From an optimization exercise on the open Yosys and OpenROAD flow, aimed at small area, a short achievable clock period and few clock cycles; shortcuts taken in it are not production practice.
The RTL was checked by simulation tests, not by an equivalence proof against the original design.
Power and IR drop assume default switching activity.

==> flow/design.v <==
module CPU(
	input clk,
	input rst,
	output reg [15 : 0]PC,
	input  [31 : 0]instr,
	output [15 : 0]mem_addr,
	output [15 : 0]mem_data,
	output write,
	input  [15 : 0]mem_rdata,
	output [255 : 0]REGS,
	output halted
);
	reg [15 : 0] R [0 : 14];
	reg ZF, SF;
	reg halt_r, stuck_r;
	reg halt_p;                 
	reg [15 : 0] ras;           
	genvar gi;
	generate
		for (gi = 0; gi < 15; gi = gi + 1) begin : g_regs
			assign REGS[gi*16 +: 16] = R[gi];
		end
	endgenerate
	assign REGS[255 : 240] = 16'd0;
	assign halted = halt_r;
	reg        e_we;        
	reg        e_wmem;      
	reg        e_wsp;       
	reg        e_store;     
	reg        e_usesum;    
	reg        e_addrb;     
	reg        e_ret;       
	reg        e_setcc, e_sub;
	reg        e_usec;      
	reg        e_fa, e_fb;  
	reg [1 : 0] e_op;       
	reg [3 : 0] e_dst;
	reg [15 : 0] e_a, e_b, e_c;
	reg        m_we, m_wmem, m_wsp, m_store, m_ret;
	reg [3 : 0] m_dst;
	reg [15 : 0] m_addr, m_data, m_res;
	assign mem_addr = m_addr;
	assign mem_data = m_data;
	assign write = m_store;
	wire [15 : 0] wv = m_wmem ? mem_rdata : m_res;
	wire flush = m_ret && (mem_rdata != m_data);
	wire [15 : 0] a_op = e_fa ? m_res : e_a;
	wire [15 : 0] b_op = e_fb ? m_res : e_b;
	wire [15 : 0] x = e_usec ? e_c : (a_op ^ {16{e_sub}});
	reg [15 : 0] sum, gk, pk, pp;
	integer j, d;
	always @(*) begin
		pp = x ^ b_op;
		gk = x & b_op;
		gk[0] = gk[0] | (pp[0] & e_sub);
		pk = pp;
		for (d = 1; d < 16; d = d * 2)
			for (j = 15; j >= d; j = j - 1) begin
				gk[j] = gk[j] | (pk[j] & gk[j - d]);
				pk[j] = pk[j] & pk[j - d];
			end
		sum = pp ^ {gk[14 : 0], e_sub};
	end
	wire [15 : 0] ab_x = a_op ^ b_op;
	wire add_zero = (ab_x == {a_op[14 : 0] | b_op[14 : 0], 1'b0});
	wire eq_zero = ab_x == 16'd0;
	reg  [15 : 0] v;
	always @(*) begin
		case (e_op)
			2'd0: v = sum;
			2'd1: v = x & b_op;
			2'd2: v = x ^ b_op;
			default: v = 16'd1;
		endcase
	end
	reg v_zero;
	always @(*) begin
		case (e_op)
			2'd0: v_zero = e_sub ? eq_zero : add_zero;
			2'd1: v_zero = (a_op & b_op) == 16'd0;
			2'd2: v_zero = eq_zero;
			default: v_zero = 1'b0;
		endcase
	end
	wire zf_l = e_setcc ? v_zero : ZF;
	wire sf_l = e_setcc ? v[15] : SF;
	wire [3 : 0] icode = instr[3 : 0];
	wire [3 : 0] ifun  = instr[7 : 4];
	wire [3 : 0] rA    = instr[11 : 8];
	wire [3 : 0] rB    = instr[15 : 12];
	wire [15 : 0] valC_r = instr[31 : 16];
	wire [15 : 0] valC_j = instr[23 : 8];
	wire i_halt  = icode == 4'd0;
	wire i_rrmov = icode == 4'd2;
	wire i_irmov = icode == 4'd3;
	wire i_rmmov = icode == 4'd4;
	wire i_mrmov = icode == 4'd5;
	wire i_opq   = icode == 4'd6;
	wire i_jxx   = icode == 4'd7;
	wire i_call  = icode == 4'd8;
	wire i_ret   = icode == 4'd9;
	wire i_push  = icode == 4'd10;
	wire i_pop   = icode == 4'd11;
	wire i_inv   = icode >= 4'd13;
	function e_hit;
		input [3 : 0] idx;
		begin
			e_hit = (e_we && !e_wmem && e_dst == idx) || (e_wsp && idx == 4'd4);
		end
	endfunction
	function [16 : 0] fwd;    
		input [3 : 0] idx;
		begin
			if (m_we && m_dst == idx)
				fwd = {1'b1, wv};
			else if (m_wsp && idx == 4'd4)
				fwd = {1'b1, m_res};
			else
				fwd = 17'd0;
		end
	endfunction
	function [15 : 0] rd;
		input [3 : 0] idx;
		begin
			rd = (idx == 4'd15) ? 16'd0 : R[idx];
		end
	endfunction
	wire [16 : 0] fa = fwd(rA);
	wire [16 : 0] fb = fwd(rB);
	wire [16 : 0] fs = fwd(4'd4);
	wire [15 : 0] a_eff = fa[16] ? fa[15 : 0] : rd(rA);
	wire [15 : 0] b_eff = fb[16] ? fb[15 : 0] : rd(rB);
	wire [15 : 0] s_eff = fs[16] ? fs[15 : 0] : R[4];
	wire use_a = i_rrmov || i_rmmov || i_opq || i_push;
	wire use_b = i_rmmov || i_mrmov || i_opq;
	wire use_s = i_push || i_pop || i_call || i_ret;
	wire e_load = e_we && e_wmem;
	wire stall = e_load && ((use_a && e_dst == rA) || (use_b && e_dst == rB) ||
	                        (use_s && e_dst == 4'd4));
	wire run = !halt_r && !halt_p && !stuck_r;
	wire go  = run && !stall && !flush;    
	wire cond = (ifun == 4'd0) || (ifun == 4'd1 && sf_l) ||
	            (ifun == 4'd2 && zf_l) || (ifun == 4'd3 && !zf_l);
	wire [11 : 0] inc4 = PC[15 : 4] + 12'd1;
	wire [10 : 0] inc5 = PC[15 : 5] + 11'd1;
	wire [15 : 0] p16 = {inc4, PC[3 : 0]};
	wire [15 : 0] p32 = {inc5, PC[4 : 0]};
	wire [15 : 0] p8  = PC[3] ? {inc4, 1'b0, PC[2 : 0]} : {PC[15 : 4], 1'b1, PC[2 : 0]};
	wire [15 : 0] p24 = PC[3] ? {inc5, PC[4], 1'b0, PC[2 : 0]} : {inc4, 1'b1, PC[2 : 0]};
	reg  [15 : 0] valP;
	always @(*) begin
		case (icode)
			4'd2, 4'd6, 4'd10, 4'd11: valP = p16;
			4'd3, 4'd4, 4'd5:         valP = p32;
			4'd7, 4'd8:               valP = p24;
			default:                  valP = p8;
		endcase
	end
	wire [15 : 0] pc_next = i_ret ? ras :
	                        (i_call || (i_jxx && cond)) ? valC_j : valP;
	wire f_wmem = i_mrmov || i_pop;
	wire f_we = ((i_rrmov || i_irmov || i_opq) && rB != 4'd15) ||
	            (f_wmem && rA != 4'd15) || i_push || i_call || i_ret;
	wire [3 : 0] f_dst = (i_push || i_call || i_ret) ? 4'd4 : f_wmem ? rA : rB;
	reg [1 : 0] f_op;
	always @(*) begin
		if (i_opq)
			case (ifun)
				4'd0, 4'd1: f_op = 2'd0;
				4'd2: f_op = 2'd1;
				4'd3: f_op = 2'd2;
				default: f_op = 2'd3;
			endcase
		else
			f_op = 2'd0;
	end
	wire [15 : 0] f_b = (i_rmmov || i_mrmov || i_opq) ? b_eff :
	                    use_s ? s_eff : 16'd0;
	wire [15 : 0] f_c = (i_push || i_call) ? 16'hFFF8 : (i_pop || i_ret) ? 16'h0008 : valC_r;
	wire [15 : 0] f_a = i_call ? p24 : i_ret ? ras : a_eff;
	wire [15 : 0] wbus = rst ? 16'd0 : wv;
	integer k;
	always @(posedge clk) begin
		for (k = 0; k < 15; k = k + 1)
			if (rst || (m_we && m_dst == k))
				R[k] <= wbus;
			else if (k == 4 && m_wsp)
				R[k] <= m_res;
	end
	always @(posedge clk) begin
		if (rst) begin
			PC <= 16'd0;
			halt_r <= 1'b0;
			halt_p <= 1'b0;
			stuck_r <= 1'b0;
			ZF <= 1'b0;
			SF <= 1'b0;
			e_we <= 1'b0;
			e_wsp <= 1'b0;
			e_store <= 1'b0;
			e_usesum <= 1'b0;
			e_addrb <= 1'b0;
			e_ret <= 1'b0;
			e_setcc <= 1'b0;
			m_we <= 1'b0;
			m_wsp <= 1'b0;
			m_store <= 1'b0;
			m_ret <= 1'b0;
		end else begin
			if (e_setcc && !flush) begin
				ZF <= v_zero;
				SF <= v[15];
			end
			m_we <= e_we && !flush;
			m_wsp <= e_wsp && !flush;
			m_store <= e_store && !flush;
			m_ret <= e_ret && !flush;
			if (flush)
				PC <= mem_rdata;
			else if (go)
				PC <= pc_next;
			if (flush) begin
				halt_p <= 1'b0;
				stuck_r <= 1'b0;
			end else begin
				if (go && i_halt) begin
					if (e_we || e_wsp || e_store)
						halt_p <= 1'b1;
					else
						halt_r <= 1'b1;
				end
				if (halt_p)
					halt_r <= 1'b1;
				if (go && i_inv)
					stuck_r <= 1'b1;
			end
			e_we <= go && f_we;
			e_wsp <= go && i_pop;
			e_store <= go && (i_rmmov || i_push || i_call);
			e_usesum <= go && (i_rmmov || i_mrmov || i_push || i_call);
			e_addrb <= go && (i_pop || i_ret);
			e_ret <= go && i_ret;
			e_setcc <= go && i_opq;
		end
		if (i_call)
			ras <= p24;
		e_op <= f_op;
		e_sub <= i_opq && ifun == 4'd1;
		e_usec <= i_irmov || i_rmmov || i_mrmov || i_push || i_call || i_pop || i_ret;
		e_dst <= f_dst;
		e_wmem <= f_wmem;
		e_a <= f_a;
		e_fa <= use_a && e_hit(rA);
		e_fb <= ((i_rmmov || i_mrmov || i_opq) && e_hit(rB)) || (use_s && e_hit(4'd4));
		e_b <= f_b;
		e_c <= f_c;
		m_dst <= e_dst;
		m_wmem <= e_wmem;
		m_res <= v;
		m_data <= a_op;
		m_addr <= e_addrb ? b_op : sum;
	end
endmodule
Settings: LEC_CHECK=0, CAP_MARGIN=20, CORE_MARGIN=2, CORE_UTILIZATION=40, PLACE_DENSITY=0.6, SLEW_MARGIN=20; clock period 10.0 ns.
standard.sh (not shown) runs the stock make flow with config.mk's settings and CLKGATE_MAP_FILE= SYNTH_SCRIPT=/design/flow/synth_recipe.tcl, a recipe that flattens the netlist after the stock synthesis.
==> flow/flow/run.sh <==
#!/bin/bash
# Layout flow: the standard ORFS flow, with the port buffers made from
# the smallest buffer cell (instead of the resizer's default pick) and
# smaller clock-tree buffers. Each tool's full output goes to make.log here
# and to the ORFS logs under orfs/logs.
set -euo pipefail
bash standard.sh \
  "BUFFER_PORTS_ARGS=-buffer_cell sky130_fd_sc_hd__buf_1" \
  "CTS_BUF_LIST=sky130_fd_sc_hd__clkbuf_4 sky130_fd_sc_hd__clkbuf_8" \
  SETUP_SLACK_MARGIN=6.6 \
  finish > make.log 2>&1
Testbench counts at the start, summed over its fixed seeds: cycles 154,279.
Next try:
--- a/flow/design.v
+++ b/flow/design.v
@@ -29,11 +29,13 @@
 	reg        e_store;     
 	reg        e_usesum;    
 	reg        e_addrb;     
 	reg        e_ret;       
 	reg        e_setcc, e_sub;
+	reg        e_m8, e_p8;  
 	reg        e_usec;      
+	reg        e_dc;        
 	reg        e_fa, e_fb;  
 	reg [1 : 0] e_op;       
 	reg [3 : 0] e_dst;
 	reg [15 : 0] e_a, e_b, e_c;
 	reg        m_we, m_wmem, m_wsp, m_store, m_ret;
@@ -44,11 +46,12 @@
 	assign write = m_store;
 	wire [15 : 0] wv = m_wmem ? mem_rdata : m_res;
 	wire flush = m_ret && (mem_rdata != m_data);
 	wire [15 : 0] a_op = e_fa ? m_res : e_a;
 	wire [15 : 0] b_op = e_fb ? m_res : e_b;
-	wire [15 : 0] x = e_usec ? e_c : (a_op ^ {16{e_sub}});
+	wire [15 : 0] x = e_m8 ? 16'hFFF8 : e_p8 ? 16'h0008 :
+	                  e_usec ? e_c : (a_op ^ {16{e_sub}});
 	reg [15 : 0] sum, gk, pk, pp;
 	integer j, d;
 	always @(*) begin
 		pp = x ^ b_op;
 		gk = x & b_op;
@@ -59,13 +62,11 @@
 				gk[j] = gk[j] | (pk[j] & gk[j - d]);
 				pk[j] = pk[j] & pk[j - d];
 			end
 		sum = pp ^ {gk[14 : 0], e_sub};
 	end
-	wire [15 : 0] ab_x = a_op ^ b_op;
-	wire add_zero = (ab_x == {a_op[14 : 0] | b_op[14 : 0], 1'b0});
-	wire eq_zero = ab_x == 16'd0;
+	wire sum_zero = (pp == {x[14 : 0] | b_op[14 : 0], e_sub});
 	reg  [15 : 0] v;
 	always @(*) begin
 		case (e_op)
 			2'd0: v = sum;
 			2'd1: v = x & b_op;
@@ -74,13 +75,13 @@
 		endcase
 	end
 	reg v_zero;
 	always @(*) begin
 		case (e_op)
-			2'd0: v_zero = e_sub ? eq_zero : add_zero;
-			2'd1: v_zero = (a_op & b_op) == 16'd0;
-			2'd2: v_zero = eq_zero;
+			2'd0: v_zero = sum_zero;
+			2'd1: v_zero = (x & b_op) == 16'd0;
+			2'd2: v_zero = x == b_op;
 			default: v_zero = 1'b0;
 		endcase
 	end
 	wire zf_l = e_setcc ? v_zero : ZF;
 	wire sf_l = e_setcc ? v[15] : SF;
@@ -139,16 +140,14 @@
 	                        (use_s && e_dst == 4'd4));
 	wire run = !halt_r && !halt_p && !stuck_r;
 	wire go  = run && !stall && !flush;    
 	wire cond = (ifun == 4'd0) || (ifun == 4'd1 && sf_l) ||
 	            (ifun == 4'd2 && zf_l) || (ifun == 4'd3 && !zf_l);
-	wire [11 : 0] inc4 = PC[15 : 4] + 12'd1;
-	wire [10 : 0] inc5 = PC[15 : 5] + 11'd1;
-	wire [15 : 0] p16 = {inc4, PC[3 : 0]};
-	wire [15 : 0] p32 = {inc5, PC[4 : 0]};
-	wire [15 : 0] p8  = PC[3] ? {inc4, 1'b0, PC[2 : 0]} : {PC[15 : 4], 1'b1, PC[2 : 0]};
-	wire [15 : 0] p24 = PC[3] ? {inc5, PC[4], 1'b0, PC[2 : 0]} : {inc4, 1'b1, PC[2 : 0]};
+	wire [15 : 0] p8  = PC + 16'd8;
+	wire [15 : 0] p16 = PC + 16'd16;
+	wire [15 : 0] p24 = PC + 16'd24;
+	wire [15 : 0] p32 = PC + 16'd32;
 	reg  [15 : 0] valP;
 	always @(*) begin
 		case (icode)
 			4'd2, 4'd6, 4'd10, 4'd11: valP = p16;
 			4'd3, 4'd4, 4'd5:         valP = p32;
@@ -174,12 +173,11 @@
 		else
 			f_op = 2'd0;
 	end
 	wire [15 : 0] f_b = (i_rmmov || i_mrmov || i_opq) ? b_eff :
 	                    use_s ? s_eff : 16'd0;
-	wire [15 : 0] f_c = (i_push || i_call) ? 16'hFFF8 : (i_pop || i_ret) ? 16'h0008 : valC_r;
-	wire [15 : 0] f_a = i_call ? p24 : i_ret ? ras : a_eff;
+	wire [15 : 0] f_c = i_call ? p24 : i_ret ? ras : valC_r;
 	wire [15 : 0] wbus = rst ? 16'd0 : wv;
 	integer k;
 	always @(posedge clk) begin
 		for (k = 0; k < 15; k = k + 1)
 			if (rst || (m_we && m_dst == k))
@@ -244,20 +242,23 @@
 		end
 		if (i_call)
 			ras <= p24;
 		e_op <= f_op;
 		e_sub <= i_opq && ifun == 4'd1;
-		e_usec <= i_irmov || i_rmmov || i_mrmov || i_push || i_call || i_pop || i_ret;
+		e_m8 <= i_push || i_call;
+		e_p8 <= i_pop || i_ret;
+		e_usec <= i_irmov || i_rmmov || i_mrmov;
+		e_dc <= i_call || i_ret;
 		e_dst <= f_dst;
 		e_wmem <= f_wmem;
-		e_a <= f_a;
-		e_fa <= use_a && e_hit(rA);
+		e_a <= a_eff;
+		e_fa <= e_hit(rA);
 		e_fb <= ((i_rmmov || i_mrmov || i_opq) && e_hit(rB)) || (use_s && e_hit(4'd4));
 		e_b <= f_b;
 		e_c <= f_c;
 		m_dst <= e_dst;
 		m_wmem <= e_wmem;
 		m_res <= v;
-		m_data <= a_op;
+		m_data <= e_dc ? e_c : a_op;
 		m_addr <= e_addrb ? b_op : sum;
 	end
 endmodule
=> Routed wire length falls by 4.3%. Non-clock buffer count decreases by 65. Power grows by 0.38%. Combinational power climbs by about 6%. Via count shrinks by 3.2%. Maximum frequency goes down by 4.2%. Critical path depth rises by 3. Synthesized area came out higher by 0.35%.
Testbench counts after the change, summed over its fixed seeds: cycles 154,279.

## separate check: timing with driven ports
In the flow no input, the clock included, has a driving cell. The finished layouts below were timed again as built, in two steps. Step 1: set_driving_cell puts a clkbuf_16 on clk and a buf_2 on each other input, an assumption about the parent block. Step 2, shift: input delay + t, output delay - t, t = (earliest + latest rising clock arrival at the registers) / 2. This alone moves slack from input paths to output paths. a / b / c = ideal ports / drivers / drivers and shift; a / b = the first two.
| run | t (ns) | setup slack, ns | cell pins on the clock port's net |
|---|---|---|---|
| the first run | 0.724 | 6.272 / 6.272 / 5.572 | 1 |
| the second run | 0.720 | 6.109 / 6.109 / 5.649 | 1 |
After both steps every run listed still meets setup and hold. The setup slack of the first run, which loses most, moves by 0.000 ns with the drivers and by -0.700 ns with both steps.
